Source: an optimization exercise on an open RTL-to-GDS flow (aim: small area and a short achievable clock period). Production flows keep margins and buffers that such runs may drop.
Only simulation tests tie the RTL to the original design; equivalence was not proved.
Power is estimated from default activity; no workload was simulated.

### flow/run.sh
#!/bin/bash
# synth_recipe.tcl (not shown) runs the flow's synth.tcl, then flattens the netlist and writes it again
# the make line also repeats each setting of config.mk as NAME=value (left out here)
make -C /OpenROAD-flow-scripts/flow DESIGN_CONFIG=/design/flow/config.mk WORK_HOME=/design/flow/orfs CLKGATE_MAP_FILE= SYNTH_SCRIPT=/design/flow/synth_recipe.tcl finish
### flow/config.mk
export PLATFORM = sky130hd
export DESIGN_NAME = fpa
export DESIGN_NICKNAME = fpa
export VERILOG_FILES = /design/flow/design.v
export SDC_FILE = /design/flow/constraint.sdc
export NUM_CORES = 4
export LEC_CHECK = 0
export ABC_AREA = 1
export CAP_MARGIN = 20
export CORE_MARGIN = 2
export CORE_UTILIZATION = 40
export SETUP_SLACK_MARGIN = 2.5
export SLEW_MARGIN = 20
### flow/constraint.sdc
create_clock -name core_clock -period 5.0 [get_ports {clk}]
set_input_delay 1.0000 -clock core_clock [delete_from_list [all_inputs] [get_ports {clk}]]
set_output_delay 1.0000 -clock core_clock [all_outputs]
set_load 0.01 [all_outputs]
### flow/design.v
module fpa(
  input  wire        clk,
  input  wire        reset,
  input  wire [11:0] A,
  input  wire [11:0] B,
  input  wire [11:0] C,
  input  wire [11:0] D,
  input  wire        pushin,
  output reg         pushout,
  output reg  [11:0] Z
);
  function automatic ge5(input [4:0] a, input [4:0] b);
    reg [4:0] g, n; reg g43, n43, g21, n21, g4_1, n4_1;
    begin
      g = ~a & b; n = ~(a & ~b);
      g43 = g[4] | (n[4] & g[3]);  n43 = n[4] & n[3];
      g21 = g[2] | (n[2] & g[1]);  n21 = n[2] & n[1];
      g4_1 = g43 | (n43 & g21);    n4_1 = n43 & n21;
      ge5 = ~(g4_1 | (n4_1 & g[0]));
    end
  endfunction
  wire [4:0] eA = A[10:6], eB = B[10:6], eC = C[10:6], eD = D[10:6];
  wire gAB = ge5(eA, eB), gAC = ge5(eA, eC), gAD = ge5(eA, eD);
  wire gBC = ge5(eB, eC), gBD = ge5(eB, eD), gCD = ge5(eC, eD);
  wire selA = gAB & gAC & gAD;
  wire selB = ~gAB & gBC & gBD;
  wire selC = ~gAC & ~gBC & gCD;
  wire selD = ~gAD & ~gBD & ~gCD;
  wire [4:0] mx0 = ({5{selA}} & eA) | ({5{selB}} & eB) | ({5{selC}} & eC) | ({5{selD}} & eD);
  reg [5:0] f1A, f1B, f1C, f1D;
  reg [4:0] e1A, e1B, e1C, e1D, mx1;
  reg [3:0] s1;
  reg       v1;
  always @(posedge clk) begin
    f1A <= A[5:0]; f1B <= B[5:0]; f1C <= C[5:0]; f1D <= D[5:0];
    e1A <= eA; e1B <= eB; e1C <= eC; e1D <= eD;
    s1  <= {A[11], B[11], C[11], D[11]};
    mx1 <= mx0;
    v1  <= reset ? 1'b0 : pushin;
  end
  function automatic [10:0] align(input [5:0] f, input [4:0] e, input [4:0] mx);
    reg [4:0] sh; reg [10:0] v;
    begin
      sh = mx - e;
      v = (|e) ? {1'b1, f, 4'b0000} : 11'd0;
      v = sh[0] ? {1'b0, v[10:1]} : v;
      v = sh[1] ? {2'b0, v[10:2]} : v;
      v = sh[2] ? {4'b0, v[10:4]} : v;
      v = sh[3] ? {8'b0, v[10:8]} : v;
      align = sh[4] ? 11'd0 : v;
    end
  endfunction
  reg [10:0] t2A, t2B, t2C, t2D;
  reg [3:0]  s2;
  reg [2:0]  nn2;
  reg [4:0]  mx2;
  reg        v2;
  always @(posedge clk) begin
    t2A <= align(f1A, e1A, mx1);
    t2B <= align(f1B, e1B, mx1);
    t2C <= align(f1C, e1C, mx1);
    t2D <= align(f1D, e1D, mx1);
    s2  <= s1;
    nn2 <= 3'd0 - (s1[3] + s1[2] + s1[1] + s1[0]);
    mx2 <= mx1;
    v2  <= reset ? 1'b0 : v1;
  end
  wire [13:0] q0 = {nn2,  t2A ^ {11{s2[3]}}};
  wire [13:0] q1 = {3'b0, t2B ^ {11{s2[2]}}};
  wire [13:0] q2 = {3'b0, t2C ^ {11{s2[1]}}};
  wire [13:0] q3 = {3'b0, t2D ^ {11{s2[0]}}};
  wire [13:0] a1 = q0 ^ q1 ^ q2;
  wire [13:0] b1 = {(q0[12:0] & q1[12:0]) | (q0[12:0] & q2[12:0]) | (q1[12:0] & q2[12:0]), s2[3]};
  wire [13:0] a2 = a1 ^ b1 ^ q3;
  wire [13:0] b2 = {(a1[12:0] & b1[12:0]) | (a1[12:0] & q3[12:0]) | (b1[12:0] & q3[12:0]), s2[2]};
  reg [13:0] g3, p3;
  reg [1:0]  s3;
  reg [4:0]  mx3;
  reg        v3;
  always @(posedge clk) begin
    g3  <= a2 & b2;
    p3  <= a2 ^ b2;
    s3  <= s2[1:0];
    mx3 <= mx2;
    v3  <= reset ? 1'b0 : v2;
  end
  reg [13:0] G, P;
  reg [13:0] Gn, Pn;
  integer i, lv;
  always @* begin
    G = g3; P = p3;
    G[0] = g3[0] | (p3[0] & s3[1]);
    P[0] = 1'b0;
    for (lv = 1; lv < 16; lv = lv * 2) begin
      Gn = G; Pn = P;
      for (i = 0; i < 14; i = i + 1)
        if ((i & lv) != 0) begin
          Gn[i] = G[i] | (P[i] & G[(i & ~(lv - 1)) - 1]);
          Pn[i] = P[i] & P[(i & ~(lv - 1)) - 1];
        end
      G = Gn; P = Pn;
    end
  end
  wire [13:0] cin = {G[12:0], s3[1]};
  wire [13:0] S   = p3 ^ cin;
  wire        sgn = S[13];
  reg [12:0] W4;
  reg        ci4, sgn4;
  reg [4:0]  mx4;
  reg        v4;
  always @(posedge clk) begin
    W4   <= S[12:0] ^ {13{sgn}};
    ci4  <= s3[0] ^ sgn;
    sgn4 <= sgn;
    mx4  <= mx3;
    v4   <= reset ? 1'b0 : v3;
  end
  wire [12:0] M;
  genvar gk;
  assign M[0] = W4[0] ^ ci4;
  generate for (gk = 1; gk < 13; gk = gk + 1) begin : g_inc
    assign M[gk] = W4[gk] ^ (ci4 & (&W4[gk-1:0]));
  end endgenerate
  wire        wz = ~|W4;
  wire        d3 = ~|W4[12:5];
  wire [12:0] L1 = d3 ? {W4[4:0], 8'd0} : W4;
  wire        d2 = ~|L1[12:9];
  wire [12:0] L2 = d2 ? {L1[8:0], 4'd0} : L1;
  wire        d1 = ~|L2[12:11];
  wire [12:0] L3 = d1 ? {L2[10:0], 2'd0} : L2;
  wire        d0 = ~L3[12];
  wire [13:0] N1 = d3 ? {M[5:0], 8'd0} : {1'b0, M};
  wire [13:0] N2 = d2 ? {N1[9:0], 4'd0} : N1;
  wire [13:0] N3 = d1 ? {N2[11:0], 2'd0} : N2;
  wire [13:0] N4 = d0 ? {N3[12:0], 1'b0} : N3;
  reg        sgn5, nz5, ov5;
  reg [5:0]  fr5;
  reg [3:0]  lz5;
  reg [4:0]  mx5;
  reg        v5;
  always @(posedge clk) begin
    sgn5 <= sgn4;
    nz5  <= ~wz | ci4;
    ov5  <= N4[13] | wz;             
    fr5  <= N4[13] ? 6'd0 : N4[11:6];
    lz5  <= wz ? 4'd13 : {d3, d2, d1, d0};
    mx5  <= mx4;
    v5   <= reset ? 1'b0 : v4;
  end
  wire signed [6:0] E = $signed({2'b00, mx5}) - $signed({3'b000, lz5}) + $signed({6'b0, ov5});
  wire [4:0] ef = E[4:0] + 5'd2;
  wire zero = ~nz5 | E[6];
  wire sat  = (E > 7'sd28) | ((E == 7'sd28) & fr5[5] & fr5[4] & (|fr5[3:0]));
  wire [11:0] res = zero ? 12'h000 : sat ? {sgn5, 5'b11110, 6'b110000} : {sgn5, ef, fr5};
  always @(posedge clk) begin
    Z       <= res;
    pushout <= reset ? 1'b0 : v5;
  end
endmodule
==> impl_metrics.py, run 1 <==
metrics = {
    "status": {
        "status": "timing/DRC/antenna clean",
    },
    "placed_design": {
        "portBuffers": 63,
        "hpwlAfterDp_um": 15600,
        "dp_slack_ns": 2.10,
        "dpl-instance-area_um2": 10600,
        "dp.cells": 1571,
        "place_congestion": 0.892,
    },
    "logic_synthesis": {
        "ys_ff_latch": 199,
        "syn_area_um2": 9650,
        "yosys.area.top_type": "dfxtp_1",
        "syn_inst": 1203,
        "synth_most_common_cell": "nand2_1",
        "yosysWarnings": 1,
        "yosysUniqueCellTypes": 47,
        "ys.flop_type": "dfxtp_1",
        "seq_area_frac_synth_pct": 41.3,
        "avgSynthCellArea_um2": 8.02,
        "synthTopCellsByCount": "nand2_1, dfxtp_1, inv_1",
        "syn_nets": 1327,
        "synthArstFlopShare_pct": 0,
        "synth_edf_count": 0,
        "ys_top_cells_by_area": "dfxtp_1, nand2_1, inv_1",
        "synth_top_area_share_pct": 41.3,
    },
    "floorplanning": {
        "start_util_pct": 41.0,
        "row_count": 56,
        "die_area_um2": 25400,
        "core_area_um2": 23500,
        "ios": 64,
        "die_x_um": 159,
        "fp.dieH_um": 159,
    },
    "route": {
        "wl_per_cell_um": 12.1,
        "drcViolationCount": 0,
        "vias_per_cell": 4.59,
        "antenna_left": 0,
        "routed_wirelength_um": 19500,
        "first_iter_violations": 311,
        "first_pass_iters": 6,
        "vias": 7391,
    },
    "grt": {
        "grt.total_usage_pct": 15.9,
        "grt_pass1_vias": 7189,
        "gr-total-overflow": 0,
        "grt_pass1_wl_um": 33100,
        "grt_max_degree": 19,
        "antenna_found_initial": 0,
    },
    "clocking": {
        "postCtsHoldBufs": 0,
        "clock-sinks": 199,
        "ctsHtreeMaxLevel": 4,
        "cts_tree": "done",
        "clk_path_buf_depth": 2,
        "cts-root-buf": "clkbuf_16",
        "clock_latency_ns": 0.43,
        "numCtsBuffers": 17,
        "path_clk_slew_ns": 0.07,
    },
    "flow_run": {
        "drv_cap": 0,
    },
    "worst_setup_path": {
        "crit_path_top_delay_cell": "clkdlybuf4s50_1",
        "arrival_ns": 2.71,
        "start_kind": "input port",
        "cp_cell_sequence": "clkdlybuf4s50_1 > inv_1 > nor2_1 > nor3_1 > o21ai_0 > nand2_1 > nand3_1 > inv_1 > a22oi_1 > nand3_1",
        "crit_fanout": 5,
        "critPathMaxStageDelay_ns": 0.59,
        "required_ns": 5.31,
        "end_kind": "flop",
        "path_class": "in2reg",
    },
    "timing": {
        "worst_slack_ns": 2.60,
        "setup_violations": 0,
        "timing.final.crit_share_pct": 48.0,
        "slew_headroom_pct": 58.7,
        "tightest_slew_ns": 0.618,
        "clock.fmax_ghz": 0.416,
        "holdWs_ns": 0.329,
        "slew_viol_final": 0,
        "fin_skew_ns": 0.0115,
        "finalHoldViolCount": 0,
        "rsz0062_at_grt": "true",
        "period_needed_ns": 2.40,
        "setup_tns_ns": 0,
    },
    "layout": {
        "drive_gt1_share_pct": 6.20,
        "design_area_um2": 11300,
        "fillCellCount": 2374,
        "final_util_pct": 48.0,
        "diodes": 0,
        "syn2layout_area_growth_pct": 17.3,
        "finalNetCount": 1402,
        "fin_cells": 1610,
    },
    "pwr": {
        "combPwrFrac_pct": 47.7,
        "power.internal_mw": 4.21,
        "power_switching_mw": 2.85,
        "swShare_pct": 40.4,
        "peakVddDrop_v": 0.000242,
        "leakage_nw": 5.39,
        "p_per_area_nw_per_um2": 624,
        "power_frac_clock_pct": 19.2,
        "power_frac_seq_pct": 33.1,
        "power_mw": 7.06,
    },
    "min_path": {
        "min_path_type": "reg2reg",
    },
}
-- metal layers --
metal  vias up  GRT usage, %  wire length, um
li1       3935             -                -
met1      3296          19.4             9070
met2       130          28.5             9540
met3        30          2.92              622
met4         0          4.92              309
met5         -             0                0
-- registers in the layout, indices dropped and copies added (netlist names), 11 cells and up --
name and count:
W4 13, Z 12, g3 13, p3 14, t2A 11, t2B 11, t2C 11, t2D 11
-- kinds of logic (layout without fill, tap and decap cells) --
family                   Yosys count  in the layout  share of synthesized area [%]
buffers and inverters            216            304                           8.68
AND/OR/NAND/NOR                  473            473                           21.2
XOR/XNOR                          88             88                           7.99
adder cells (fa/ha/maj)           73             73                           11.6
AO/OA/AOI/OAI                    152            152                           8.99
flip-flops                       199            199                           41.3
multiplexers                       2              2                          0.208
-- cell usage in the layout (no fill, tap or decap), types with 31 or more instances in the layout --
master           count
xnor2_1             55
xor2_1              31
nand3_1             54
nand2_1            243
clkdlybuf4s50_1     59
ha_1                45
a21oi_1             41
dfxtp_1            196
nor2_1             106
inv_1              195
o21ai_0             53
-- worst paths after layout --
path,start,endpoint,slack (ns),depth (start not counted)
setup / recovery,C[7],mx1[0],2.60,10
hold / removal,mx3[3],mx4[3],0.33,0
setup reg to reg,mx1[0],t2C[0],2.67,7
hold reg to reg,mx3[3],mx4[3],0.33,0
-- worst max-delay path, delay by kind of cell --
| kind | cells | cell delay (ns) |
|---|---|---|
| AND/OR/NAND/NOR | 5 | 0.44 |
| buffers and inverters | 3 | 0.82 |
| AO/OA/AOI/OAI | 2 | 0.44 |
-- what timing repair did --
item                       4_1_cts  5_1_grt
cloned                           0        1
pin swaps                        0        3
setup endpoints to repair        5       53
setup buffers                    0        6
resized for setup                1       18
hold endpoints to repair         0        0
-- power groups by stage --
| stage | clock [mW] | sequential, mW | combinational (mW) |
|---|---|---|---|
| 6_report | 1.36 | 2.33 | 3.37 |
| 5_1_grt | 1.46 | 2.38 | 3.96 |
| 4_1_cts | 1.40 | 2.34 | 3.33 |
| 3_5_place_dp | 0 | 2.38 | 3.31 |
| 3_3_place_gp | 0 | 2.37 | 3.27 |
| 2_1_floorplan | 0 | 2.30 | 2.59 |
-- cell type report --
| type | instances | area [um2] | share of cell area [%] |
|---|---|---|---|
| Clock inverter | 12 | 131 | 1.16 |
| Inverter | 202 | 764 | 6.76 |
| Tap cell | 319 | 399 | 3.53 |
| Clock buffer | 20 | 467 | 4.13 |
| Sequential cell | 199 | 3990 | 35.3 |
| Timing Repair Buffer | 69 | 698 | 6.17 |
| Timing Repair inverter | 1 | 5.00 | 0.0442 |
| Multi-Input combinational cell | 788 | 4860 | 43.0 |
==> run 2, diff against run 1 <==
==> flow/flow/run.sh (new file) <==
#!/bin/bash
set -euo pipefail
export BUFFER_PORTS_ARGS="-buffer_cell sky130_fd_sc_hd__buf_1"
bash standard.sh > standard.log 2>&1
==> flow/standard.sh (new file) <==
#!/bin/bash
# synth_recipe.tcl (not shown) runs the flow's synth.tcl, then flattens the netlist and writes it again
# the make line also repeats each setting of config.mk as NAME=value (left out here)
make -C /OpenROAD-flow-scripts/flow DESIGN_CONFIG=/design/flow/config.mk WORK_HOME=/design/flow/orfs CLKGATE_MAP_FILE= SYNTH_SCRIPT=/design/flow/synth_recipe.tcl "${@:-finish}"
removed: flow/run.sh
==> run 2 against run 1 <==
Net effect:
- still clean on timing, DRC and antenna
- cell count fell by 0.31%
- final area fell by 4.0%
- total power fell by 1.1%
- combinational power fell by 3%
- area after synthesis did not move
- maximum frequency rose by 5.0%
- flip-flop and latch count did not move
- via count rose by 0.23%
- clock power barely moved
- global-route usage fell by 0.15 points
- worst setup slack improved by 0.11 ns
- largest power group unchanged
==> impl_metrics.py, run 2 <==
metrics = {
    "placed_design": {
        "hpwlAfterDp_um": 15400,
        "place_congestion": 0.923,
        "portBuffers": 63,
        "dp.cells": 1571,
    },
    "worst_setup_path": {
        "r2r_slack_ns": 2.71,
        "path_class": "reg2reg",
        "arrival_ns": 2.60,
        "end_kind": "flop",
        "reg2reg_from": "p3[0]",
        "worst_r2r_endpoint": "W4[12]",
        "r2r_cells": 14,
        "start_kind": "flop",
        "crit_fanout": 7,
        "required_ns": 5.31,
    },
    "layout": {
        "fillCellCount": 2417,
        "finalNetCount": 1397,
        "final_util_pct": 46.1,
        "largest_reg_flops": 14,
        "multiInputGateArea_um2": 4860,
        "mostFrequentLayoutCells": "nand2_1, dfxtp_1, inv_1",
        "diodes": 0,
        "syn2layout_area_growth_pct": 12.6,
        "fin_cells": 1605,
        "drive_gt1_share_pct": 5.60,
        "top_register": "p3",
        "top_regs": "p3 x14, W4 x13, g3 x13",
        "final_common_cell": "nand2_1",
        "seqCellArea_um2": 3990,
    },
    "flow_run": {
        "drv_cap": 0,
    },
    "grt": {
        "grt_pass1_vias": 7110,
        "antenna_found_initial": 0,
        "gr-total-overflow": 0,
        "grt_max_degree": 20,
        "grt_pass1_wl_um": 32700,
        "grt.total_usage_pct": 15.8,
    },
    "clocking": {
        "postCtsHoldBufs": 0,
        "clock-sinks": 199,
        "numCtsBuffers": 17,
        "cts_tree": "done",
        "clk_path_buf_depth": 2,
        "ctsHtreeMaxLevel": 4,
        "clock_latency_ns": 0.44,
        "path_clk_slew_ns": 0.07,
        "cts-root-buf": "clkbuf_16",
    },
    "pwr": {
        "peakVddDrop_v": 0.000242,
        "leakage_nw": 5.17,
        "p_per_area_nw_per_um2": 643,
        "power_mw": 6.98,
    },
    "timing": {
        "slew_viol_final": 0,
        "timing.final.crit_share_pct": 45.8,
        "rsz0062_at_grt": "false",
        "setup_violations": 0,
        "clock.fmax_ghz": 0.437,
        "slew_headroom_pct": 58.7,
        "fin_skew_ns": 0.0150,
        "period_needed_ns": 2.29,
        "finalHoldViolCount": 0,
        "tightest_slew_ns": 0.619,
        "setup_tns_ns": 0,
    },
    "route": {
        "drcViolationCount": 0,
        "vias_per_cell": 4.62,
        "first_pass_iters": 5,
        "routed_wirelength_um": 19400,
        "first_iter_violations": 358,
        "vias": 7408,
        "wl_per_cell_um": 12.1,
        "antenna_left": 0,
    },
    "floorplanning": {
        "core_area_um2": 23500,
        "start_util_pct": 41.0,
        "row_count": 56,
        "die_x_um": 159,
        "die_area_um2": 25400,
        "ios": 64,
        "fp.dieH_um": 159,
    },
    "logic_synthesis": {
        "ys.flop_type": "dfxtp_1",
        "synth_top_area_share_pct": 41.3,
        "yosysUniqueCellTypes": 47,
        "seq_area_frac_synth_pct": 41.3,
        "synthArstFlopShare_pct": 0,
        "synth_edf_count": 0,
        "avgSynthCellArea_um2": 8.02,
        "yosysWarnings": 1,
        "synth_most_common_cell": "nand2_1",
        "yosys.area.top_type": "dfxtp_1",
        "syn_nets": 1327,
        "ys_ff_latch": 199,
        "syn_area_um2": 9650,
        "ys_top_cells_by_area": "dfxtp_1, nand2_1, inv_1",
        "synthTopCellsByCount": "nand2_1, dfxtp_1, inv_1",
        "syn_inst": 1203,
    },
    "min_path": {
        "worstHoldPathCells": 0,
        "min_to": "mx5[3]",
        "min_path_type": "reg2reg",
        "hold_start": "mx4[3]",
    },
    "status": {
        "status": "timing/DRC/antenna clean",
    },
}
==> run 2: layer usage <==
metal	routed length [um]	track usage, %	share of wire, %
met1	8850	19.1	46
met2	9330	27.5	48
met3	738	2.92	3.8
met4	501	6.61	2.6
met5	0	0	0
==> run 2: area by class of cell <==
type | count | area share [%]
Inverter | 202 | 7.00
Timing Repair Buffer | 64 | 2.25
Tap cell | 319 | 3.67
Clock inverter | 15 | 1.72
Multi-Input combinational cell | 789 | 44.7
Sequential cell | 199 | 36.7
Clock buffer | 17 | 3.92
==> run 2: worst max path at each step <==
stage,cells after the start,slack (ns),end,start
global route,14,2.50,W4[12],p3[0]
floorplan,6,2.54,p3[1],s2[3]
detailed placement,9,2.46,mx1[2],A[7]
finish,14,2.71,W4[12],p3[0]
CTS,5,2.54,p3[6],s2[1]
global placement,9,2.43,mx1[2],A[7]
==> run 2: cells by family after synthesis <==
kind of cell,Yosys count,share of synthesized area [%]
buffers and inverters,216,8.68
AND/OR/NAND/NOR,473,21.2
multiplexers,2,0.208
flip-flops,199,41.3
adder cells (fa/ha/maj),73,11.6
XOR/XNOR,88,7.99
AO/OA/AOI/OAI,152,8.99
==> run 2: critical path, stage by stage (launching register included) <==
cell	delay, ns
dfxtp_1	0.31
ha_1	0.17
or2_2	0.27
ha_1	0.18
inv_1	0.05
nand2_1	0.06
a21oi_1	0.13
o21bai_1	0.12
nand4_1	0.10
nand2_2	0.09
nand3_2	0.08
nand2_1	0.05
nand2_1	0.17
nand2_2	0.20
xor2_1	0.19
==> run 2: per-stage QoR <==
step | setup slack, ns | instance area [um2] | hold slack, ns
final | 2.71 | 10900 | 0.327
after global routing | 2.50 | 10900 | 0.336
after CTS | 2.54 | 10800 | 0.326
after detailed placement | 2.46 | 10200 | 0.312
after global placement | 2.43 | 10200 | 0.310
after floorplan | 2.54 | 9650 | 0.310
==> run 2: power by group <==
part | leakage [nW] | total, mW | switching [mW] | internal (mW)
Combinational | 3.21 | 3.26 | 1.99 | 1.27
Clock | 0.303 | 1.39 | 0.629 | 0.761
Sequential | 1.66 | 2.33 | 0.259 | 2.08
==> run 2: repair_timing <==
item                                    4_1_cts  5_1_grt
endpoints found under the setup margin        5       35
gates cloned                                  0        1
pin swaps                                     0        3
resized for setup                             1        9
setup buffers                                 0        1
==> run 3, diff against run 2 <==
--- a/flow/config.mk
+++ b/flow/config.mk
@@ -9,5 +9,5 @@
 export CAP_MARGIN = 20
 export CORE_MARGIN = 2
 export CORE_UTILIZATION = 40
-export SETUP_SLACK_MARGIN = 2.5
+export SETUP_SLACK_MARGIN = 2.9
 export SLEW_MARGIN = 20
==> run 3 against run 2 <==
Net effect:
- still clean
- non-clock buffer count rose by 43
- synthesized cell count did not move
- global-route usage rose by 0.33 points
- first-iteration DRC count rose by 8.1%
- worst hold slack barely moved
- sequential share of layout area fell by 3.8 points
- largest cell class unchanged
==> impl_metrics.py, run 3 <==
metrics = {
    "pwr": {
        "leakage_nw": 5.67,
        "p_per_area_nw_per_um2": 658,
        "peakVddDrop_v": 0.000278,
    },
    "route": {
        "drcViolationCount": 0,
        "antenna_left": 0,
        "vias_per_cell": 4.65,
        "vias": 7659,
        "first_pass_iters": 5,
        "routed_wirelength_um": 21000,
        "wl_per_cell_um": 12.8,
        "first_iter_violations": 387,
    },
    "layout": {
        "multiInputGateArea_um2": 5740,
        "finalNetCount": 1440,
        "top_regs": "p3 x14, W4 x13, g3 x13",
        "largest_reg_flops": 14,
        "fin_cells": 1648,
        "final_common_cell": "nand2_1",
        "diodes": 0,
        "design_area_um2": 12200,
        "seqCellArea_um2": 4010,
        "fillCellCount": 2231,
        "syn2layout_area_growth_pct": 26.5,
        "drive_gt1_share_pct": 19.9,
        "top_register": "p3",
        "mostFrequentLayoutCells": "nand2_1, dfxtp_1, inv_1",
    },
    "clocking": {
        "path_clk_slew_ns": 0.08,
        "clk_path_buf_depth": 2,
        "cts_tree": "done",
        "numCtsBuffers": 17,
        "ctsHtreeMaxLevel": 4,
        "clock-sinks": 199,
        "clock_latency_ns": 0.44,
        "cts-root-buf": "clkbuf_16",
    },
    "floorplanning": {
        "ios": 64,
        "row_count": 56,
        "die_x_um": 159,
        "core_area_um2": 23500,
        "start_util_pct": 41.0,
        "die_area_um2": 25400,
        "fp.dieH_um": 159,
    },
    "logic_synthesis": {
        "ys_top_cells_by_area": "dfxtp_1, nand2_1, inv_1",
        "syn_inst": 1203,
        "yosysUniqueCellTypes": 47,
        "synthArstFlopShare_pct": 0,
        "synth_edf_count": 0,
        "syn_area_um2": 9650,
        "yosys.area.top_type": "dfxtp_1",
        "synth_top_area_share_pct": 41.3,
        "synth_most_common_cell": "nand2_1",
        "avgSynthCellArea_um2": 8.02,
        "ys.flop_type": "dfxtp_1",
        "seq_area_frac_synth_pct": 41.3,
        "ys_ff_latch": 199,
        "yosysWarnings": 1,
        "synthTopCellsByCount": "nand2_1, dfxtp_1, inv_1",
        "syn_nets": 1327,
    },
    "timing": {
        "slew_viol_final": 0,
        "period_needed_ns": 2.24,
        "slew_headroom_pct": 59.2,
        "tightest_slew_ns": 0.610,
        "fin_skew_ns": 0.0131,
        "clock.fmax_ghz": 0.446,
        "setup_violations": 0,
        "setup_tns_ns": 0,
        "finalHoldViolCount": 0,
        "rsz0062_at_grt": "true",
        "timing.final.crit_share_pct": 44.9,
    },
    "worst_setup_path": {
        "crit_fanout": 3,
        "startpoint": "lz5[0]",
        "arrival_ns": 2.61,
        "critPathCapture": "Z[10]",
        "required_ns": 5.37,
        "path_class": "reg2reg",
        "r2r_slack_ns": 2.76,
        "worst_r2r_endpoint": "Z[10]",
        "end_kind": "flop",
        "reg2reg_from": "lz5[0]",
        "start_kind": "flop",
        "r2r_cells": 11,
    },
    "status": {
        "status": "timing/DRC/antenna clean",
    },
    "placed_design": {
        "dpl-instance-area_um2": 10200,
        "place_congestion": 0.935,
        "hpwlAfterDp_um": 15400,
        "dp.cells": 1571,
        "portBuffers": 63,
    },
    "grt": {
        "gr-total-overflow": 0,
        "grt_pass1_vias": 7177,
        "grt_pass1_wl_um": 33300,
        "grt.total_usage_pct": 16.1,
        "antenna_found_initial": 0,
        "grt_max_degree": 20,
    },
    "min_path": {
        "min_path_type": "reg2reg",
        "hold_start": "mx4[0]",
    },
    "flow_run": {
        "drv_cap": 0,
    },
}
-- run 3: cell counts after synthesis --
No cell type changed its count.
-- run 3: cell type report --
class	instances	area share, %
Clock buffer	18	3.60
Clock inverter	14	1.32
Inverter	202	6.33
Multi-Input combinational cell	789	47.0
Sequential cell	199	32.9
Tap cell	319	3.27
Timing Repair Buffer	107	5.59
-- run 3: repair_timing --
action / CTS / global route
hold buffers: 0 / 0
endpoints found under the setup margin: 100 / 87
resized for setup: 84 / 134
cloned: 1 / 0
buffers inserted: 17 / 27
pin swaps: 36 / 65
-- run 3: report_power, final --
part           switching, mW  total (mW)  leakage [nW]  internal [mW]
logic                   2.42        4.27          3.71           1.85
registers              0.299        2.38          1.66           2.09
clock network          0.643        1.37         0.298          0.727
total                   3.37        8.02          5.67           4.66
-- run 3: worst max-delay path, cell delays in order (launching register included) --
cell and delay [ns]:
dfxtp_1 0.36, ha_4 0.16, fa_2 0.43, inv_2 0.09
ha_4 0.17, nand4_1 0.19, buf_4 0.22, xor2_4 0.18
buf_4 0.14, nand2_1 0.05, nand2_1 0.05, a21oi_1 0.12
-- run 3: how the worst min path moves through the flow --
stage                        end  slack, ns  depth (start not counted)
after floorplan           mx3[0]       0.31                          0
after global placement    mx5[4]       0.31                          0
after detailed placement  mx5[1]       0.31                          0
after CTS                 mx5[1]       0.33                          0
after global routing      mx5[0]       0.33                          0
final                     mx5[0]       0.33                          0
-- run 3: cells by family after synthesis --
kind of cell / share of synthesized area, %
AOI/OAI and AO/OA: 8.99
xor gates and xnor gates: 7.99
adders and majority gates: 11.6
buffers and inverters: 8.68
DFF: 41.3
muxes: 0.208
and+or+nand+nor: 21.2
-- run 3: per-layer routing --
layer	global-route usage, %	wire length (um)
met3	2.97	742
met5	0	0
met4	4.55	352
met2	29.2	10800
met1	19.4	9150
-- run 3: metrics by stage --
| step | setup WS [ns] | util (%) | hold slack (ns) | total power [mW] |
|---|---|---|---|---|
| global placement | 2.55 | 43.4 | 0.310 | 5.55 |
| global route | 2.66 | 51.8 | 0.333 | 8.73 |
| floorplan | 2.91 | - | 0.310 | 4.90 |
| detailed placement | 2.53 | 43.4 | 0.312 | 5.62 |
| finish | 2.76 | 51.8 | 0.327 | 8.02 |
| CTS | 2.82 | 48.0 | 0.330 | 7.34 |
==> run 4, diff against run 3 <==
--- a/flow/config.mk
+++ b/flow/config.mk
@@ -9,5 +9,6 @@
 export CAP_MARGIN = 20
 export CORE_MARGIN = 2
 export CORE_UTILIZATION = 40
-export SETUP_SLACK_MARGIN = 2.9
+export CTS_BUF_LIST = sky130_fd_sc_hd__clkbuf_4 sky130_fd_sc_hd__clkbuf_8
+export SETUP_SLACK_MARGIN = 2.5
 export SLEW_MARGIN = 20
==> run 4 against run 3 <==
Net effect:
- still clean on timing, DRC and antenna
- via count fell by 3.1%
- area after synthesis did not move
- clock-buffer cell count fell by 1
- maximum frequency fell by 2.2%
- total power fell by 17%
- cell count fell by 2.6%
- register-to-register slack got worse by 0.05 ns
- worst hold slack improved by 0.0040 ns
- final area fell by 13%
- die area did not move
- synthesized cell count did not move
- sequential power fell by 2%
==> impl_metrics.py, run 4 <==
metrics = {
    "logic_synthesis": {
        "ys_ff_latch": 199,
        "yosysWarnings": 1,
        "seq_area_frac_synth_pct": 41.3,
        "syn_area_um2": 9650,
        "syn_nets": 1327,
        "yosys.area.top_type": "dfxtp_1",
        "synthArstFlopShare_pct": 0,
        "yosysUniqueCellTypes": 47,
        "synth_edf_count": 0,
        "synth_top_area_share_pct": 41.3,
        "synth_most_common_cell": "nand2_1",
        "synthTopCellsByCount": "nand2_1, dfxtp_1, inv_1",
        "syn_inst": 1203,
        "ys.flop_type": "dfxtp_1",
        "avgSynthCellArea_um2": 8.02,
        "ys_top_cells_by_area": "dfxtp_1, nand2_1, inv_1",
    },
    "grt": {
        "gr-total-overflow": 0,
        "antenna_found_initial": 0,
        "grt_max_degree": 20,
        "grt.total_usage_pct": 15.6,
        "grt_pass1_vias": 7129,
        "grt_pass1_wl_um": 32600,
    },
    "flow_run": {
        "drv_cap": 0,
    },
    "layout": {
        "fillCellCount": 2443,
        "mostFrequentLayoutCells": "nand2_1, dfxtp_1, inv_1",
        "largest_reg_flops": 14,
        "drive_gt1_share_pct": 5.60,
        "top_register": "p3",
        "design_area_um2": 10700,
        "top_regs": "p3 x14, W4 x13, g3 x13",
        "final_common_cell": "nand2_1",
        "diodes": 0,
        "syn2layout_area_growth_pct": 10.6,
        "fin_cells": 1605,
        "finalNetCount": 1397,
    },
    "floorplanning": {
        "die_area_um2": 25400,
        "die_x_um": 159,
        "row_count": 56,
        "start_util_pct": 41.0,
        "ios": 64,
        "core_area_um2": 23500,
        "fp.dieH_um": 159,
    },
    "placed_design": {
        "hpwlAfterDp_um": 15400,
        "place_congestion": 0.923,
        "dpl-instance-area_um2": 10200,
        "dp.cells": 1571,
        "portBuffers": 63,
    },
    "timing": {
        "tightest_slew_ns": 0.613,
        "fin_skew_ns": 0.0176,
        "rsz0062_at_grt": "false",
        "finalHoldViolCount": 0,
        "clock.fmax_ghz": 0.436,
        "setup_tns_ns": 0,
        "timing.final.crit_share_pct": 45.9,
        "period_needed_ns": 2.29,
        "slew_headroom_pct": 59.1,
        "setup_violations": 0,
        "slew_viol_final": 0,
        "holdWs_ns": 0.331,
    },
    "route": {
        "vias": 7424,
        "first_iter_violations": 352,
        "antenna_left": 0,
        "wl_per_cell_um": 12.0,
        "routed_wirelength_um": 19300,
        "first_pass_iters": 6,
        "drcViolationCount": 0,
        "vias_per_cell": 4.63,
    },
    "pwr": {
        "power_frac_clock_pct": 15.8,
        "p_per_area_nw_per_um2": 622,
        "leakage_nw": 5.08,
        "swShare_pct": 42.6,
        "power_mw": 6.64,
        "power.internal_mw": 3.81,
        "power_frac_seq_pct": 35.1,
        "combPwrFrac_pct": 49.0,
        "peakVddDrop_v": 0.000230,
        "power_switching_mw": 2.83,
    },
    "clocking": {
        "postCtsHoldBufs": 0,
        "cts-root-buf": "clkbuf_8",
        "clock-sinks": 199,
        "numCtsBuffers": 17,
        "clk_path_buf_depth": 2,
        "ctsHtreeMaxLevel": 4,
        "path_clk_slew_ns": 0.11,
        "clock_latency_ns": 0.47,
        "cts_tree": "done",
    },
    "worst_setup_path": {
        "path_class": "reg2reg",
        "start_kind": "flop",
        "crit_fanout": 6,
        "end_kind": "flop",
        "required_ns": 5.38,
        "arrival_ns": 2.67,
    },
    "status": {
        "status": "timing/DRC/antenna clean",
    },
    "min_path": {
        "min_path_type": "reg2reg",
    },
}
==> run 4: metrics by stage <==
stage               utilization [%]  setup WS (ns)
floorplan                         -           2.54
global placement               43.3           2.43
detailed placement             43.3           2.46
CTS                            45.1           2.53
global route                   45.3           2.50
finish                         45.3           2.71
==> run 4: area by class of cell <==
type / count / area (um2) / share of cell area, %
Multi-Input combinational cell: 789 / 4860 / 45.5
Sequential cell: 199 / 3990 / 37.4
Inverter: 202 / 761 / 7.13
Tap cell: 319 / 399 / 3.74
Timing Repair Buffer: 64 / 244 / 2.29
Clock buffer: 17 / 234 / 2.19
Clock inverter: 15 / 186 / 1.75
==> run 4: worst paths after layout <==
kind | from | slack [ns] | depth (start not counted) | end
setup / recovery | lz5[2] | 2.71 | 11 | Z[1]
hold / removal | mx4[3] | 0.33 | 0 | mx5[3]
setup reg to reg | lz5[2] | 2.71 | 11 | Z[1]
hold reg to reg | mx4[3] | 0.33 | 0 | mx5[3]
==> run 4: kinds of logic (layout without fill, tap and decap cells) <==
kind of cell,Yosys count,in the layout,share of synthesized area [%]
simple gates,473,474,21.2
buf+inv,216,298,8.68
flops,199,199,41.3
compound gates,152,152,8.99
xor+xnor,88,88,7.99
fa+ha+maj,73,73,11.6
mux,2,2,0.208
==> run 4: repair_timing <==
| action | CTS | global route |
|---|---|---|
| resized for setup | 1 | 9 |
| pin swaps | 0 | 3 |
| setup endpoints to repair | 5 | 35 |
| endpoints found under the hold margin | 0 | 0 |
| setup buffers | 0 | 1 |
| gates cloned | 0 | 1 |
==> run 4: metal layers <==
layer  vias to the layer above  global-route usage (%)  share of wire [%]
met5                         -                       0                  0
met4                         0                    6.40                2.8
met3                        38                    3.26                3.7
met2                       174                    26.9                 48
met1                      3283                    19.1                 46
li1                       3929                       -                  -
==> run 4: critical path, stage by stage (launching register included) <==
cell and delay [ns]:
dfxtp_1 0.33, inv_1 0.04, ha_1 0.34, a21o_1 0.19, o21ai_0 0.34, nand2_1 0.09, nor2_1 0.18, inv_1 0.06
o21ai_1 0.24, inv_1 0.16, nand2_1 0.18, nor2_1 0.06
==> run 4: power by group through the flow <==
stage                     Clock (mW)  Combinational [mW]  Sequential [mW]
final                           1.05                3.26             2.33
after detailed placement           0                3.24             2.38
after global placement             0                3.18             2.37
after floorplan                    0                2.59             2.30
after CTS                       1.09                3.26             2.34
after global routing            1.16                3.83             2.39
==> run 5, diff against run 4 <==
--- a/flow/config.mk
+++ b/flow/config.mk
@@ -8,7 +8,8 @@
 export ABC_AREA = 1
 export CAP_MARGIN = 20
 export CORE_MARGIN = 2
-export CORE_UTILIZATION = 40
-export CTS_BUF_LIST = sky130_fd_sc_hd__clkbuf_4 sky130_fd_sc_hd__clkbuf_8
+export CORE_UTILIZATION = 60
+export CTS_BUF_LIST = sky130_fd_sc_hd__clkbuf_8
+export PLACE_DENSITY = 0.75
 export SETUP_SLACK_MARGIN = 2.5
 export SLEW_MARGIN = 20
==> run 5 against run 4 <==
Net effect:
- worst setup slack worse by 0.19 ns
- first-iteration DRC count rose by 4.5%
- combinational power grew 3%
- core utilization is 22 points higher
- area after synthesis stayed put
- synthesized cell count unchanged
- worst hold slack about the same
- critical endpoint is now Z[8]
- largest power group unchanged
==> impl_metrics.py, run 5 <==
metrics = {
    "logic_synthesis": {
        "syn_nets": 1327,
        "synth_top_area_share_pct": 41.3,
        "yosysUniqueCellTypes": 47,
        "ys_ff_latch": 199,
        "ys_top_cells_by_area": "dfxtp_1, nand2_1, inv_1",
        "synthTopCellsByCount": "nand2_1, dfxtp_1, inv_1",
        "synthArstFlopShare_pct": 0,
        "ys.flop_type": "dfxtp_1",
        "syn_inst": 1203,
        "avgSynthCellArea_um2": 8.02,
        "yosysWarnings": 1,
        "seq_area_frac_synth_pct": 41.3,
        "yosys.area.top_type": "dfxtp_1",
        "synth_most_common_cell": "nand2_1",
        "synth_edf_count": 0,
        "syn_area_um2": 9650,
    },
    "route": {
        "drcViolationCount": 0,
        "routed_wirelength_um": 18800,
        "first_iter_violations": 368,
        "vias_per_cell": 5.00,
        "first_pass_iters": 5,
        "vias": 7514,
        "antenna_left": 0,
        "wl_per_cell_um": 12.5,
    },
    "floorplanning": {
        "die_x_um": 131,
        "die_area_um2": 17100,
        "row_count": 46,
        "core_area_um2": 15800,
        "ios": 64,
        "fp.dieH_um": 131,
        "start_util_pct": 61.2,
    },
    "layout": {
        "mostFrequentLayoutCells": "nand2_1, dfxtp_1, inv_1",
        "final_common_cell": "nand2_1",
        "multiInputGateArea_um2": 4860,
        "largest_reg_flops": 14,
        "drive_gt1_share_pct": 5.82,
        "top_regs": "p3 x14, W4 x13, g3 x13",
        "final_util_pct": 67.1,
        "design_area_um2": 10600,
        "fillCellCount": 1372,
        "syn2layout_area_growth_pct": 9.73,
        "fin_cells": 1504,
        "seqCellArea_um2": 3990,
        "finalNetCount": 1399,
        "top_register": "p3",
        "diodes": 0,
    },
    "timing": {
        "rsz0062_at_grt": "true",
        "holdWs_ns": 0.331,
        "setup_tns_ns": 0,
        "setup_violations": 0,
        "slew_viol_final": 0,
        "timing.final.crit_share_pct": 49.6,
        "fin_skew_ns": 0.0168,
        "period_needed_ns": 2.48,
        "finalHoldViolCount": 0,
        "clock.fmax_ghz": 0.403,
        "slew_headroom_pct": 57.1,
        "worst_slack_ns": 2.52,
        "tightest_slew_ns": 0.642,
    },
    "placed_design": {
        "portBuffers": 63,
        "place_congestion": 1.01,
        "dpl-instance-area_um2": 10100,
        "dp_slack_ns": 2.32,
        "hpwlAfterDp_um": 14700,
        "dp.cells": 1468,
    },
    "grt": {
        "grt_pass1_vias": 7019,
        "antenna_found_initial": 0,
        "grt_pass1_wl_um": 31200,
        "gr-total-overflow": 0,
        "grt_max_degree": 18,
        "grt.total_usage_pct": 23.0,
    },
    "worst_setup_path": {
        "r2r_cells": 13,
        "end_kind": "flop",
        "path_buf_inv": 3,
        "r2r_slack_ns": 2.52,
        "critPathMaxStageDelay_ns": 0.46,
        "required_ns": 5.40,
        "path_class": "reg2reg",
        "crit_fanout": 5,
        "path_delay_family": "simple AND/OR/NAND/NOR gates",
        "crit_path_top_delay_cell": "fa_1",
        "reg2reg_from": "mx5[0]",
        "start_kind": "flop",
        "worst_r2r_endpoint": "Z[8]",
        "startpoint": "mx5[0]",
        "arrival_ns": 2.88,
        "cp_cell_sequence": "inv_1 > ha_1 > fa_1 > xor2_2 > nor2_1 > inv_1 > nand2_1 > nand2_1 > nor2_1 > nand3_1 > nand3_1 > nand2_1 > inv_1",
    },
    "clocking": {
        "numCtsBuffers": 17,
        "ctsHtreeMaxLevel": 4,
        "clock_latency_ns": 0.46,
        "path_clk_slew_ns": 0.09,
        "clock-sinks": 199,
        "clk_path_buf_depth": 2,
        "postCtsHoldBufs": 0,
        "cts-root-buf": "clkbuf_8",
        "cts_tree": "done",
    },
    "pwr": {
        "combPwrFrac_pct": 49.8,
        "leakage_nw": 5.09,
        "power.internal_mw": 3.92,
        "power_mw": 6.76,
        "swShare_pct": 41.9,
        "p_per_area_nw_per_um2": 638,
        "power_switching_mw": 2.83,
        "power_frac_seq_pct": 34.4,
        "power_frac_clock_pct": 15.8,
        "peakVddDrop_v": 0.000292,
    },
    "min_path": {
        "min_path_type": "reg2reg",
        "hold_start": "sgn4",
        "worstHoldPathCells": 0,
        "min_to": "sgn5",
    },
    "flow_run": {
        "drv_cap": 0,
    },
    "status": {
        "status": "timing/DRC/antenna clean",
    },
}
## run 5: repair_timing
item	in CTS	in global routing
setup buffers	0	4
endpoints found under the setup margin	8	22
resized for setup	4	9
pin swaps	0	2
## run 5: worst register-to-register path, cell delays in order, from the launching register on
cell,delay (ns)
dfxtp_1,0.32
inv_1,0.05
ha_1,0.22
fa_1,0.46
xor2_2,0.23
nor2_1,0.20
inv_1,0.09
nand2_1,0.08
nand2_1,0.09
nor2_1,0.20
nand3_1,0.23
nand3_1,0.13
nand2_1,0.06
inv_1,0.07
## run 5: layer usage
layer | wire length [um] | global-route usage (%) | vias up | part of all wire (%)
met5 | 0 | 0 | - | 0
met4 | 357 | 7.45 | 0 | 1.9
met3 | 786 | 4.11 | 38 | 4.2
met2 | 9500 | 41.9 | 200 | 50
met1 | 8200 | 27.5 | 3352 | 44
li1 | - | - | 3924 | -
## run 5: cells by family (layout without fill, tap and decap cells)
| kind of cell | count (synthesis) | after routing | share of synthesized area (%) |
|---|---|---|---|
| xor gates and xnor gates | 88 | 88 | 7.99 |
| adders and majority gates | 73 | 73 | 11.6 |
| and+or+nand+nor | 473 | 473 | 21.2 |
| DFF | 199 | 199 | 41.3 |
| AOI/OAI and AO/OA | 152 | 152 | 8.99 |
| buffers and inverters | 216 | 301 | 8.68 |
| muxes | 2 | 2 | 0.208 |
## run 5: layout make-up
class                   count  area share, %
inverters                 202           7.19
well taps                 216           2.55
flip-flops and latches    199           37.7
repair buffers             67           2.64
clock buffers              19           2.47
multi-input cells         788           45.9
clock inverters            13           1.58
## run 5: worst max path at each step
| stage | to | slack (ns) | cells past startpoint |
|---|---|---|---|
| finish | Z[8] | 2.52 | 13 |
| global route | Z[8] | 2.44 | 12 |
| CTS | Z[8] | 2.51 | 10 |
| detailed placement | mx1[2] | 2.32 | 9 |
| global placement | mx1[2] | 2.33 | 9 |
| floorplan | p3[1] | 2.54 | 6 |
## run 5: power by group through the flow
| stage | Sequential (mW) | Clock (mW) | Combinational, mW |
|---|---|---|---|
| 2_1_floorplan | 2.30 | 0 | 2.59 |
| 3_3_place_gp | 2.36 | 0 | 3.15 |
| 3_5_place_dp | 2.37 | 0 | 3.24 |
| 4_1_cts | 2.33 | 1.09 | 3.30 |
| 5_1_grt | 2.37 | 1.15 | 3.90 |
| 6_report | 2.32 | 1.07 | 3.36 |
==> run 6, diff against run 5 <==
--- a/flow/config.mk
+++ b/flow/config.mk
@@ -8,8 +8,7 @@
 export ABC_AREA = 1
 export CAP_MARGIN = 20
 export CORE_MARGIN = 2
-export CORE_UTILIZATION = 60
+export CORE_UTILIZATION = 40
 export CTS_BUF_LIST = sky130_fd_sc_hd__clkbuf_8
-export PLACE_DENSITY = 0.75
-export SETUP_SLACK_MARGIN = 2.5
+export SETUP_SLACK_MARGIN = 2.7
 export SLEW_MARGIN = 20
==> run 6 against run 5 <==
Net effect:
- largest power group unchanged
- still clean on timing, DRC and antenna
- clock power decreased by 11%
- flip-flop and latch count is the same
- clock-buffer cell count fell by 1
- core utilization is 21 points lower
- combinational power increased by 6.2%
- critical endpoint is now Z[3]
- worst hold slack lost 0.0019 ns
==> impl_metrics.py, run 6 <==
metrics = {
    "min_path": {
        "min_path_type": "reg2reg",
    },
    "logic_synthesis": {
        "synthXorXnorAreaFrac_pct": 7.99,
        "synthArstFlopShare_pct": 0,
        "seq_area_frac_synth_pct": 41.3,
        "syn_area_um2": 9650,
        "yosys.area.top_type": "dfxtp_1",
        "ys_ff_latch": 199,
        "ys_top_cells_by_area": "dfxtp_1, nand2_1, inv_1",
        "synth_compound_area_share_pct": 8.99,
        "synthTopCellsByCount": "nand2_1, dfxtp_1, inv_1",
        "avgSynthCellArea_um2": 8.02,
        "synth_adder_area_share_pct": 11.6,
        "synth_edf_count": 0,
        "synth_top_family_by_area": "simple AND/OR/NAND/NOR gates",
        "muxShareOfSynthArea_pct": 0.208,
        "syn_inst": 1203,
        "yosysUniqueCellTypes": 47,
        "synth_top_area_share_pct": 41.3,
        "yosysWarnings": 1,
        "ys.flop_type": "dfxtp_1",
        "synth_most_common_cell": "nand2_1",
        "synth-simple-area-share_pct": 21.2,
        "syn_nets": 1327,
    },
    "route": {
        "vias": 7510,
        "first_pass_iters": 5,
        "wl_per_cell_um": 12.1,
        "first_iter_violations": 351,
        "antenna_left": 0,
        "routed_wirelength_um": 19600,
        "vias_per_cell": 4.64,
        "drcViolationCount": 0,
    },
    "pwr": {
        "peakVddDrop_v": 0.000216,
        "leakage_nw": 5.17,
        "p_per_area_nw_per_um2": 626,
    },
    "floorplanning": {
        "ios": 64,
        "die_area_um2": 25400,
        "fp.dieH_um": 159,
        "row_count": 56,
        "start_util_pct": 41.0,
        "core_area_um2": 23500,
        "die_x_um": 159,
    },
    "timing": {
        "setup_violations": 0,
        "holdWs_ns": 0.329,
        "finalHoldViolCount": 0,
        "slew_headroom_pct": 59.2,
        "tightest_slew_ns": 0.611,
        "fin_skew_ns": 0.0204,
        "slew_viol_final": 0,
        "clock.fmax_ghz": 0.453,
        "rsz0062_at_grt": "true",
        "timing.final.crit_share_pct": 44.1,
        "setup_tns_ns": 0,
        "worst_slack_ns": 2.79,
        "period_needed_ns": 2.21,
    },
    "clocking": {
        "clock-sinks": 199,
        "clk_path_buf_depth": 2,
        "clock_latency_ns": 0.47,
        "cts_tree": "done",
        "cts-root-buf": "clkbuf_8",
        "ctsHtreeMaxLevel": 4,
        "numCtsBuffers": 17,
        "path_clk_slew_ns": 0.11,
    },
    "layout": {
        "finalNetCount": 1413,
        "seqCellArea_um2": 4000,
        "top_regs": "p3 x14, W4 x13, g3 x13",
        "top_register": "p3",
        "syn2layout_area_growth_pct": 13.6,
        "mostFrequentLayoutCells": "nand2_1, dfxtp_1, inv_1",
        "drive_gt1_share_pct": 10.3,
        "multiInputGateArea_um2": 5050,
        "final_util_pct": 46.5,
        "final_common_cell": "nand2_1",
        "largest_reg_flops": 14,
        "diodes": 0,
        "fillCellCount": 2392,
        "design_area_um2": 11000,
    },
    "placed_design": {
        "portBuffers": 63,
        "dp_slack_ns": 2.42,
        "place_congestion": 0.916,
        "hpwlAfterDp_um": 15300,
        "dpl-instance-area_um2": 10200,
    },
    "worst_setup_path": {
        "crit_top_cell": "nor2_1",
        "required_ns": 5.41,
        "path_delay_family": "adder cells",
        "crit_path_top_delay_cell": "fa_2",
        "crit_fanout": 5,
        "start_kind": "flop",
        "path_class": "reg2reg",
        "cp_cell_sequence": "inv_2 > ha_4 > fa_2 > o21ai_1 > xor2_1 > buf_4 > xnor2_1 > nor2_1 > nor2_1 > nand2_2 > nor2_1",
        "critPathMaxStageDelay_ns": 0.38,
        "path_buf_inv": 2,
        "arrival_ns": 2.62,
        "end_kind": "flop",
    },
    "flow_run": {
        "drv_cap": 0,
    },
    "grt": {
        "grt.total_usage_pct": 15.8,
        "antenna_found_initial": 0,
        "grt_max_degree": 19,
        "grt_pass1_vias": 7134,
        "gr-total-overflow": 0,
        "grt_pass1_wl_um": 32900,
    },
    "status": {
        "status": "timing/DRC/antenna clean",
    },
}
[run 6: changes by cell type in the layout (fill, tap and decap cells not counted), moves of 4 or more]
cell	change
fa_2	+4
inv_2	+7
buf_4	+9
fa_1	-4
inv_1	-6
nor2_1	-10
nand2_1	-5
nor2_2	+10
buf_6	+4
[run 6: path summary, 6_finish.rpt]
check | start | endpoint | slack [ns] | cells after the start
min | nn2[2] | p3[13] | 0.33 | 0
max reg2reg | mx5[0] | Z[3] | 2.79 | 11
max | mx5[0] | Z[3] | 2.79 | 11
min reg2reg | nn2[2] | p3[13] | 0.33 | 0
[run 6: through the flow]
| stage | power (mW) | std cells |
|---|---|---|
| floorplan | 4.90 | 1203 |
| global placement | 5.55 | 1571 |
| detailed placement | 5.61 | 1571 |
| CTS | 6.64 | 1605 |
| global route | 7.60 | 1620 |
| finish | 6.86 | 1620 |
[run 6: worst register-to-register path, cell delays in order (launching register included)]
cell	delay (ns)
dfxtp_2	0.34
inv_2	0.04
ha_4	0.16
fa_2	0.38
o21ai_1	0.18
xor2_1	0.29
buf_4	0.18
xnor2_1	0.13
nor2_1	0.06
nor2_1	0.16
nand2_2	0.13
nor2_1	0.11
[run 6: what timing repair did]
| item | in CTS | in global routing |
|---|---|---|
| resized for setup | 17 | 61 |
| cloned | 1 | 0 |
| pin swaps | 4 | 24 |
| hold buffers | 0 | 0 |
| buffers inserted | 2 | 15 |
| endpoints found under the setup margin | 57 | 67 |
[run 6: kinds of logic after synthesis]
family	Yosys count
simple gates	473
xor+xnor	88
compound gates	152
fa+ha+maj	73
flops	199
mux	2
buf+inv	216
[run 6: area by class of cell]
type,instances,area share [%]
Tap cell,319,3.64
Timing Repair Buffer,80,3.57
Clock inverter,13,1.02
Sequential cell,199,36.5
Inverter,202,6.97
Clock buffer,18,2.26
Multi-Input combinational cell,789,46.1
[run 6: report_power, final]
group / internal (mW) / switching (mW) / total [mW]
combinational: 1.47 / 2.10 / 3.57
sequential: 2.07 / 0.263 / 2.34
clock: 0.373 / 0.576 / 0.949
[run 6: metal layers]
| layer | share of wire, % | vias up | global-route usage (%) | wire length [um] |
|---|---|---|---|---|
| met2 | 50 | 154 | 28.3 | 9750 |
| met5 | 0 | - | 0 | 0 |
| met3 | 3.2 | 28 | 2.74 | 629 |
| li1 | - | 3956 | - | - |
| met1 | 45 | 3372 | 19.3 | 8910 |
| met4 | 1.6 | 0 | 5.17 | 317 |
==> run 7, diff against run 6 <==
--- a/flow/config.mk
+++ b/flow/config.mk
@@ -10,5 +10,5 @@
 export CORE_MARGIN = 2
 export CORE_UTILIZATION = 40
 export CTS_BUF_LIST = sky130_fd_sc_hd__clkbuf_8
-export SETUP_SLACK_MARGIN = 2.7
+export SETUP_SLACK_MARGIN = 2.8
 export SLEW_MARGIN = 20
==> run 7 against run 6 <==
Net effect:
- still clean
- via count barely moved
- sequential power barely moved
- register-to-register slack barely moved
- critical endpoint is now p3[7]
==> impl_metrics.py, run 7 <==
metrics = {
    "status": {
        "status": "timing/DRC/antenna clean",
    },
    "logic_synthesis": {
        "synthTopCellsByCount": "nand2_1, dfxtp_1, inv_1",
        "synthArstFlopShare_pct": 0,
        "synth_top_area_share_pct": 41.3,
        "syn_inst": 1203,
        "synth_edf_count": 0,
        "yosysUniqueCellTypes": 47,
        "syn_nets": 1327,
        "syn_area_um2": 9650,
        "yosysWarnings": 1,
        "synth_most_common_cell": "nand2_1",
        "ys_ff_latch": 199,
        "ys_top_cells_by_area": "dfxtp_1, nand2_1, inv_1",
        "avgSynthCellArea_um2": 8.02,
        "seq_area_frac_synth_pct": 41.3,
        "yosys.area.top_type": "dfxtp_1",
        "ys.flop_type": "dfxtp_1",
    },
    "floorplanning": {
        "core_area_um2": 23500,
        "die_area_um2": 25400,
        "start_util_pct": 41.0,
        "ios": 64,
        "die_x_um": 159,
        "row_count": 56,
        "fp.dieH_um": 159,
    },
    "clocking": {
        "cts-root-buf": "clkbuf_8",
        "postCtsHoldBufs": 0,
        "numCtsBuffers": 17,
        "clock-sinks": 199,
        "clock_latency_ns": 0.46,
        "cts_tree": "done",
        "clk_path_buf_depth": 2,
        "ctsHtreeMaxLevel": 4,
        "path_clk_slew_ns": 0.10,
    },
    "grt": {
        "grt_pass1_wl_um": 33400,
        "grt_max_degree": 19,
        "gr-total-overflow": 0,
        "antenna_found_initial": 0,
        "grt.total_usage_pct": 16.1,
        "grt_pass1_vias": 7079,
    },
    "timing": {
        "setup_tns_ns": 0,
        "setup_violations": 0,
        "fin_skew_ns": 0.0130,
        "rsz0062_at_grt": "true",
        "tightest_slew_ns": 0.623,
        "clock.fmax_ghz": 0.452,
        "slew_viol_final": 0,
        "slew_headroom_pct": 58.4,
        "finalHoldViolCount": 0,
        "worst_slack_ns": 2.79,
        "period_needed_ns": 2.21,
        "timing.final.crit_share_pct": 44.3,
    },
    "worst_setup_path": {
        "path_class": "reg2reg",
        "reg2reg_from": "s2[2]",
        "arrival_ns": 2.56,
        "startpoint": "s2[2]",
        "critPathMaxStageDelay_ns": 0.49,
        "cp_cell_sequence": "buf_4 > xnor2_2 > fa_1 > fa_1 > inv_1 > ha_1",
        "required_ns": 5.35,
        "crit_top_cell": "fa_1",
        "crit_fanout": 7,
        "start_kind": "flop",
        "end_kind": "flop",
        "crit_path_top_delay_cell": "fa_1",
    },
    "placed_design": {
        "place_congestion": 0.925,
        "hpwlAfterDp_um": 15500,
        "portBuffers": 63,
        "dp_slack_ns": 2.41,
    },
    "pwr": {
        "peakVddDrop_v": 0.000230,
        "swShare_pct": 43.0,
        "power.internal_mw": 4.07,
        "p_per_area_nw_per_um2": 630,
        "leakage_nw": 5.28,
        "power_mw": 7.13,
        "power_switching_mw": 3.06,
        "combPwrFrac_pct": 53.3,
        "power_frac_seq_pct": 33.0,
        "power_frac_clock_pct": 13.7,
    },
    "route": {
        "wl_per_cell_um": 12.4,
        "first_iter_violations": 387,
        "vias": 7514,
        "antenna_left": 0,
        "drcViolationCount": 0,
        "vias_per_cell": 4.63,
        "routed_wirelength_um": 20100,
        "first_pass_iters": 5,
    },
    "layout": {
        "top_regs": "p3 x14, W4 x13, g3 x13",
        "final_common_cell": "nand2_1",
        "fillCellCount": 2374,
        "mostFrequentLayoutCells": "nand2_1, inv_1, dfxtp_1",
        "diodes": 0,
        "top_register": "p3",
        "syn2layout_area_growth_pct": 17.3,
        "largest_reg_flops": 14,
        "finalNetCount": 1415,
        "drive_gt1_share_pct": 13.3,
    },
    "min_path": {
        "min_path_type": "reg2reg",
        "hold_start": "mx2[0]",
    },
    "flow_run": {
        "drv_cap": 0,
    },
}
run 7: cell counts after synthesis:
No cell type changed its count.
run 7: cells by family (layout without fill, tap and decap cells):
| group | after synthesis | count (layout) | share of synthesized area (%) |
|---|---|---|---|
| simple gates | 473 | 474 | 21.2 |
| buf+inv | 216 | 316 | 8.68 |
| flops | 199 | 199 | 41.3 |
| compound gates | 152 | 152 | 8.99 |
| xor+xnor | 88 | 88 | 7.99 |
| fa+ha+maj | 73 | 73 | 11.6 |
| mux | 2 | 2 | 0.208 |
run 7: power by group through the flow:
stage,sequential [mW],combinational [mW],clock (mW)
after floorplan,2.30,2.59,0
after global placement,2.37,3.18,0
after detailed placement,2.38,3.25,0
after CTS,2.34,3.42,1.02
after global routing,2.41,4.38,1.08
final,2.35,3.80,0.979
run 7: cell type report:
class / count / area (um2) / area share (%)
Timing Repair Buffer: 82 / 412 / 3.64
Inverter: 202 / 776 / 6.85
Multi-Input combinational cell: 789 / 5340 / 47.2
Clock inverter: 12 / 110 / 0.973
Tap cell: 319 / 399 / 3.53
Clock buffer: 20 / 275 / 2.43
Sequential cell: 199 / 4010 / 35.4
run 7: repair_timing:
item                                    4_1_cts  5_1_grt
gates resized for setup                      38       93
endpoints found under the setup margin       81       80
cloned                                        1        0
buffers inserted                              4       15
pin swaps                                     7       37
run 7: worst max-delay path: cells and delay by family, from the launching register on:
family | cells | cell delay, ns
xor+xnor | 1 | 0.23
flops | 1 | 0.40
fa+ha+maj | 3 | 1.24
buf+inv | 2 | 0.24
run 7: through the flow:
step / util, % / instances / hold WS, ns / cell area (um2)
2_1_floorplan: - / 1203 / 0.310 / 9650
3_3_place_gp: 43.3 / 1571 / 0.310 / 10200
3_5_place_dp: 43.3 / 1571 / 0.312 / 10200
4_1_cts: 45.7 / 1608 / 0.330 / 10700
5_1_grt: 48.1 / 1623 / 0.339 / 11300
6_report: 48.1 / 1623 / 0.331 / 11300
run 7: worst paths after layout:
path,cells past startpoint,slack [ns],endpoint
max reg2reg,6,2.79,p3[7]
max,6,2.79,p3[7]
min,0,0.33,mx3[0]
min reg2reg,0,0.33,mx3[0]
run 7: per-layer routing:
metal | vias up | track usage, % | part of all wire [%]
li1 | 3962 | - | -
met1 | 3365 | 20.1 | 45
met2 | 161 | 28.4 | 50
met3 | 26 | 2.74 | 3.7
met4 | 0 | 4.71 | 1.5
met5 | - | 0 | 0
==> run 8, diff against run 7 <==
--- a/flow/config.mk
+++ b/flow/config.mk
@@ -10,5 +10,5 @@
 export CORE_MARGIN = 2
 export CORE_UTILIZATION = 40
 export CTS_BUF_LIST = sky130_fd_sc_hd__clkbuf_8
-export SETUP_SLACK_MARGIN = 2.8
+export SETUP_SLACK_MARGIN = 2.6
 export SLEW_MARGIN = 20
==> run 8 against run 7 <==
Net effect:
- combinational power is 12% lower
- clock skew rose by 0.0042 ns
- sequential share of layout area up 1.8 points
- critical path type unchanged
- worst setup slack lost 0.085 ns
- critical endpoint is now p3[9]
- worst hold slack got worse by 0.010 ns
- cell count down 0.86%
- via count is 0.92% lower
- clock-buffer cell count fell by 3
- sequential power about the same
- still clean
- core utilization decreased by 2.6 points
- area after synthesis did not move
==> impl_metrics.py, run 8 <==
metrics = {
    "layout": {
        "fin_cells": 1609,
        "top_register": "p3",
        "largest_reg_flops": 14,
        "mostFrequentLayoutCells": "nand2_1, dfxtp_1, inv_1",
        "diodes": 0,
        "design_area_um2": 10700,
        "top_regs": "p3 x14, W4 x13, g3 x13",
        "fillCellCount": 2406,
        "finalNetCount": 1401,
        "final_common_cell": "nand2_1",
        "syn2layout_area_growth_pct": 11.0,
        "drive_gt1_share_pct": 7.29,
    },
    "pwr": {
        "power_mw": 6.62,
        "p_per_area_nw_per_um2": 619,
        "swShare_pct": 43.3,
        "power.internal_mw": 3.75,
        "combPwrFrac_pct": 50.4,
        "power_frac_clock_pct": 14.4,
        "power_frac_seq_pct": 35.2,
        "peakVddDrop_v": 0.000201,
        "leakage_nw": 5.09,
        "power_switching_mw": 2.87,
    },
    "logic_synthesis": {
        "yosysUniqueCellTypes": 47,
        "muxShareOfSynthArea_pct": 0.208,
        "yosysWarnings": 1,
        "avgSynthCellArea_um2": 8.02,
        "synth_compound_area_share_pct": 8.99,
        "ys_top_cells_by_area": "dfxtp_1, nand2_1, inv_1",
        "syn_area_um2": 9650,
        "synthArstFlopShare_pct": 0,
        "synth_adder_area_share_pct": 11.6,
        "synth_top_area_share_pct": 41.3,
        "synth-simple-area-share_pct": 21.2,
        "ys_ff_latch": 199,
        "synthXorXnorAreaFrac_pct": 7.99,
        "synth_top_family_by_area": "simple AND/OR/NAND/NOR gates",
        "ys.flop_type": "dfxtp_1",
        "synthTopCellsByCount": "nand2_1, dfxtp_1, inv_1",
        "seq_area_frac_synth_pct": 41.3,
        "syn_nets": 1327,
        "synth_edf_count": 0,
        "synth_most_common_cell": "nand2_1",
        "yosys.area.top_type": "dfxtp_1",
        "syn_inst": 1203,
    },
    "grt": {
        "grt.total_usage_pct": 15.6,
        "antenna_found_initial": 0,
        "grt_pass1_wl_um": 32300,
        "grt_pass1_vias": 6960,
        "grt_max_degree": 20,
        "gr-total-overflow": 0,
    },
    "floorplanning": {
        "die_x_um": 159,
        "fp.dieH_um": 159,
        "core_area_um2": 23500,
        "start_util_pct": 41.0,
        "die_area_um2": 25400,
        "row_count": 56,
        "ios": 64,
    },
    "timing": {
        "finalHoldViolCount": 0,
        "slew_headroom_pct": 58.6,
        "fin_skew_ns": 0.0172,
        "rsz0062_at_grt": "true",
        "slew_viol_final": 0,
        "timing.final.crit_share_pct": 46.0,
        "holdWs_ns": 0.320,
        "setup_tns_ns": 0,
        "clock.fmax_ghz": 0.435,
        "tightest_slew_ns": 0.620,
        "setup_violations": 0,
        "period_needed_ns": 2.30,
    },
    "worst_setup_path": {
        "r2r_cells": 5,
        "cp_cell_sequence": "xnor2_1 > fa_1 > fa_1 > inv_1 > ha_1",
        "start_kind": "flop",
        "path_class": "reg2reg",
        "r2r_slack_ns": 2.70,
        "crit_fanout": 12,
        "critPathMaxStageDelay_ns": 0.51,
        "end_kind": "flop",
        "worst_r2r_endpoint": "p3[9]",
        "arrival_ns": 2.65,
        "critPathCapture": "p3[9]",
        "crit_path_top_delay_cell": "fa_1",
        "required_ns": 5.35,
        "crit_top_cell": "fa_1",
        "startpoint": "s2[2]",
        "reg2reg_from": "s2[2]",
    },
    "flow_run": {
        "drv_cap": 0,
    },
    "placed_design": {
        "place_congestion": 0.915,
        "portBuffers": 63,
        "hpwlAfterDp_um": 15200,
        "dp.cells": 1571,
        "dpl-instance-area_um2": 10200,
    },
    "clocking": {
        "clock_latency_ns": 0.47,
        "path_clk_slew_ns": 0.11,
        "numCtsBuffers": 17,
        "cts-root-buf": "clkbuf_8",
        "clk_path_buf_depth": 2,
        "cts_tree": "done",
        "ctsHtreeMaxLevel": 4,
        "clock-sinks": 199,
    },
    "min_path": {
        "worstHoldPathCells": 0,
        "min_path_type": "reg2reg",
    },
    "route": {
        "first_pass_iters": 5,
        "first_iter_violations": 390,
        "wl_per_cell_um": 12.0,
        "vias": 7445,
        "drcViolationCount": 0,
        "routed_wirelength_um": 19400,
        "antenna_left": 0,
        "vias_per_cell": 4.63,
    },
    "status": {
        "status": "timing/DRC/antenna clean",
    },
}
run 8: cell counts after synthesis:
No cell type changed its count.
run 8: cell type report:
cell class | instances | area [um2] | share of cell area (%)
multi-input cells | 789 | 4920 | 45.9
flip-flops and latches | 199 | 3990 | 37.3
inverters | 202 | 761 | 7.11
well taps | 319 | 399 | 3.73
repair buffers | 68 | 274 | 2.56
clock buffers | 17 | 234 | 2.19
clock inverters | 15 | 134 | 1.25
run 8: stage by stage:
step	utilization, %	worst slack, ns
CTS	45.0	2.64
detailed placement	43.3	2.42
floorplan	-	2.61
finish	45.5	2.70
global placement	43.3	2.40
global route	45.5	2.56
run 8: kinds of logic (layout without fill, tap and decap cells):
logic type,after synthesis,count (layout)
adder cells (fa/ha/maj),73,73
buffers and inverters,216,302
AO/OA/AOI/OAI,152,152
flip-flops,199,199
AND/OR/NAND/NOR,473,474
multiplexers,2,2
XOR/XNOR,88,88
run 8: worst min-delay path by stage:
stage                     startpoint  endpoint
after floorplan               mx2[0]    mx3[0]
after global placement        mx4[4]    mx5[4]
after detailed placement      mx4[1]    mx5[1]
after CTS                     nn2[2]    p3[13]
after global routing          nn2[2]    p3[13]
final                         nn2[2]    p3[13]
run 8: per-layer routing:
layer  GRT usage, %  vias to the layer above  part of all wire (%)
li1               -                     3938                     -
met1           19.4                     3305                    45
met2           26.5                      163                    48
met3           3.36                       39                   4.0
met4           5.95                        0                   2.5
met5              0                        -                     0
run 8: power by group through the flow:
| stage | clock, mW | combinational [mW] | sequential [mW] |
|---|---|---|---|
| floorplan | 0 | 2.59 | 2.30 |
| global placement | 0 | 3.18 | 2.37 |
| detailed placement | 0 | 3.22 | 2.37 |
| CTS | 0.993 | 3.27 | 2.33 |
| global route | 1.07 | 3.91 | 2.38 |
| finish | 0.954 | 3.34 | 2.33 |
run 8: what timing repair did:
| item | in CTS | in global routing |
|---|---|---|
| setup endpoints to repair | 25 | 55 |
| cloned | 0 | 1 |
| setup buffers | 2 | 3 |
| gates resized for setup | 5 | 26 |
| hold endpoints to repair | 0 | 0 |
| hold buffers | 0 | 0 |
| pin swaps | 1 | 4 |
run 8: worst max-delay path, delay by kind of cell, from the launching register on:
family                     cells  cell delay, ns
xor gates and xnor gates       1            0.43
adders and majority gates      3            1.28
buffers and inverters          1            0.04
DFF                            1            0.43

==> re-timing with driven ports <==
The flow's constraints put no driver on any port. The routed layouts listed below were extracted and timed again, unchanged, in two steps.
Step 1: set_driving_cell puts a clkbuf_16 on clk and a buf_2 on each other input, an assumption about the parent block.
Step 2 adds t to the input delays and takes it off the output delays; t is the mean of the earliest and latest rising clock arrival at the registers after step 1. Input paths then give back, and output paths get back, about the clock's delay inside the block.
Three values: no drivers, after step 1, after step 2; two values: the first two.
| run | shift t [ns] | slack for setup (ns) | hold slack, ns |
|---|---|---|---|
| run 1 | 0.468 | 2.599 / 2.612 / 2.144 | 0.329 / 0.329 / 0.329 |
| run 2 | 0.475 | 2.712 / 2.712 / 2.411 | 0.327 / 0.327 / 0.327 |
| run 3 | 0.478 | 2.756 / 2.756 / 2.567 | 0.327 / 0.327 / 0.327 |
| run 4 | 0.502 | 2.705 / 2.705 / 2.412 | 0.331 / 0.331 / 0.331 |
| run 5 | 0.489 | 2.519 / 2.519 / 2.242 | 0.331 / 0.331 / 0.331 |
| run 6 | 0.497 | 2.793 / 2.793 / 2.465 | 0.329 / 0.329 / 0.329 |
| run 7 | 0.502 | 2.787 / 2.787 / 2.523 | 0.331 / 0.331 / 0.331 |
| run 8 | 0.504 | 2.702 / 2.702 / 2.403 | 0.320 / 0.320 / 0.320 |
After both steps every run listed still meets setup and hold. For run 1, which loses most, drivers alone change the setup slack by +0.013 ns; drivers and shift together by -0.455 ns.
